Source: an optimization exercise on an open RTL-to-GDS flow (aim: small area, a short achievable clock period and few clock cycles per item). Production flows keep margins and buffers that such runs may drop.
Only simulation tests tie the RTL to the original design; equivalence was not proved.
Power and IR drop assume default switching activity.

Setup of JK:
Design el2_exu_div_ctl, start of the top module:
module el2_exu_div_ctl
  (
   input logic           clk,                        
   input logic           rst_l,                      
   input logic           dp_valid,                   
   input logic           dp_unsign,                  
   input logic           dp_rem,                     
   input logic  [31:0]   dividend,                   
   input logic  [31:0]   divisor,                    
   input logic           cancel,                     
   output logic          finish_dly,                 
   output logic [31:0]   out                         
  );
For scale: ~1300 cells after synthesis, ~12000 µm² of cells after synthesis.
Settings: LEC_CHECK=0, CAP_MARGIN=40, CORE_MARGIN=2, CORE_UTILIZATION=40, CTS_CLUSTER_DIAMETER=150, CTS_CLUSTER_SIZE=40, SETUP_SLACK_MARGIN=5, SLEW_MARGIN=40, SYNTH_HIERARCHICAL=1, SYNTH_MINIMUM_KEEP_SIZE=0; clock period 12.0 ns.
standard.sh (not shown) runs the stock make flow with config.mk's settings and CLKGATE_MAP_FILE= SYNTH_SCRIPT=/design/flow/synth_recipe.tcl, a recipe that flattens the netlist after the stock synthesis.
==> flow/flow/run.sh <==
#!/bin/bash
# The standard layout (standard.sh), with these changes in how the layout is made:
#  - every input and output port still gets its own buffer, but a plain buf_1
#    (OpenROAD's buffer_ports -buffer_cell) instead of the default delay buffer;
#    the resizer upsizes it where timing needs;
#  - any further ORFS variables listed in flow/extra_vars (one NAME=value per line).
# make's output goes to flow.log; ORFS keeps each step's own log under orfs/logs.
set -euo pipefail
MARGIN=${MARGIN:-6.8}
PORTBUF=${PORTBUF:-sky130_fd_sc_hd__buf_1}
EXTRA="'BUFFER_PORTS_ARGS=-buffer_cell ${PORTBUF}'"
if [[ -f flow/extra_vars ]]; then
  while read -r line; do
    [[ -z "$line" || "$line" == \#* ]] && continue
    EXTRA="$EXTRA '$line'"
  done < flow/extra_vars
fi
sed -E -e "s/SETUP_SLACK_MARGIN=[^ ]+/SETUP_SLACK_MARGIN=${MARGIN}/" \
       -e "s|CLKGATE_MAP_FILE= |CLKGATE_MAP_FILE= ${EXTRA} |" \
       standard.sh > standard_mod.sh
grep -q "BUFFER_PORTS_ARGS" standard_mod.sh
bash standard_mod.sh > flow.log 2>&1
==> flow/flow/extra_vars <==
SKIP_INCREMENTAL_REPAIR=1
Testbench counts of JK, summed over its fixed seeds: cycles 18,134, items 3,200.
#### Input delta (MS over JK)
diff --git a/flow/config.mk b/flow/config.mk
--- a/flow/config.mk
+++ b/flow/config.mk
@@ -10,4 +10,2 @@
 export CORE_UTILIZATION = 40
-export CTS_CLUSTER_DIAMETER = 150
-export CTS_CLUSTER_SIZE = 40
 export SETUP_SLACK_MARGIN = 5
@@ -16 +14,2 @@
 export SYNTH_MINIMUM_KEEP_SIZE = 0
+export TNS_END_PERCENT = 5
==> results.txt <==
For clock skew, JK and MS come out practically identical.
Diff MS and JK: first-pass GRT wire length lower in MS
Diff JK..MS | maximum number of pins on one net before global-route repair | unchanged
Sort MS and JK by storage element area, descending, and JK comes first.
Power on MS is down relative to JK.
Ratio of final minimum period to clock period, MS and JK, lower one = JK.
MS gives less part of the power in combinational logic than JK did.
Changes in AL relative to MS:
==> flow/flow/run.sh <==
#!/bin/bash
set -euo pipefail
MARGIN=${MARGIN:-6.8}
PORTBUF=${PORTBUF:-sky130_fd_sc_hd__buf_1}
sed -E -e "s/SETUP_SLACK_MARGIN=[^ ]+/SETUP_SLACK_MARGIN=${MARGIN}/" \
       -e "s/CLKGATE_MAP_FILE= /CLKGATE_MAP_FILE= 'BUFFER_PORTS_ARGS=-buffer_cell ${PORTBUF}' /" \
       standard.sh > standard_mod.sh
grep -q "BUFFER_PORTS_ARGS" standard_mod.sh
bash standard_mod.sh > flow.log 2>&1
diff --git a/flow/config.mk b/flow/config.mk
--- a/flow/config.mk
+++ b/flow/config.mk
@@ -7,2 +7,3 @@
 export LEC_CHECK = 0
+export ABC_AREA = 1
 export CAP_MARGIN = 40
@@ -14,2 +15 @@
 export SYNTH_MINIMUM_KEEP_SIZE = 0
-export TNS_END_PERCENT = 5
removed: flow/flow/extra_vars
--- outcome ---
The flow did not stop early for AL: all stages ran, and the layout cleared the timing, design-rule and antenna checks. Synthesized cell count in AL is 91% above MS. MS vs AL, most common cell after layout, fill and taps aside: inv_1 vs nand2_1. Compared to MS, AL has path depth of the worst reg2reg path 6 higher. Looking at launching element of the worst setup path, the cancel result is from AL; the b_ff[19]$_DFF_P_ one comes from MS. AL vs MS: combinational power down. Per the comparison of AL with MS, largest stage delay on the critical path decreased 0.35 ns; last weighted congestion value of the routability-driven placer increased by about 8% relative to the old numbers. [compare] base=MS new=AL: final design utilization fell 1.3 points; count of clock-buffer cells in the layout rose 1.

-- what the ideal ports hide --
Ports are ideal in the flow. The routed layouts listed here were re-timed in OpenROAD.
Step 1: set_driving_cell puts a clkbuf_16 on clk and a buf_2 on each other input, an assumption about the parent block.
Step 2, shift: input delay + t, output delay - t, t = (earliest + latest rising clock arrival at the registers) / 2. This alone moves slack from input paths to output paths.
Three values: no drivers, after step 1, after step 2; two values: the first two.
run	t, ns	setup slack, ns	worst setup path at the end	worst data-port slew with drivers (ns)
JK	0.418	6.774 / 6.740 / 6.770	input to output	0.05
MS	0.419	6.656 / 6.640 / 6.656	register to register	0.05
AL	0.426	6.838 / 6.817 / 6.817	input to output	0.04
After both steps setup and hold are still met in every run listed. For AL, which loses most, drivers alone change the setup slack by -0.021 ns; drivers and shift together by -0.021 ns.
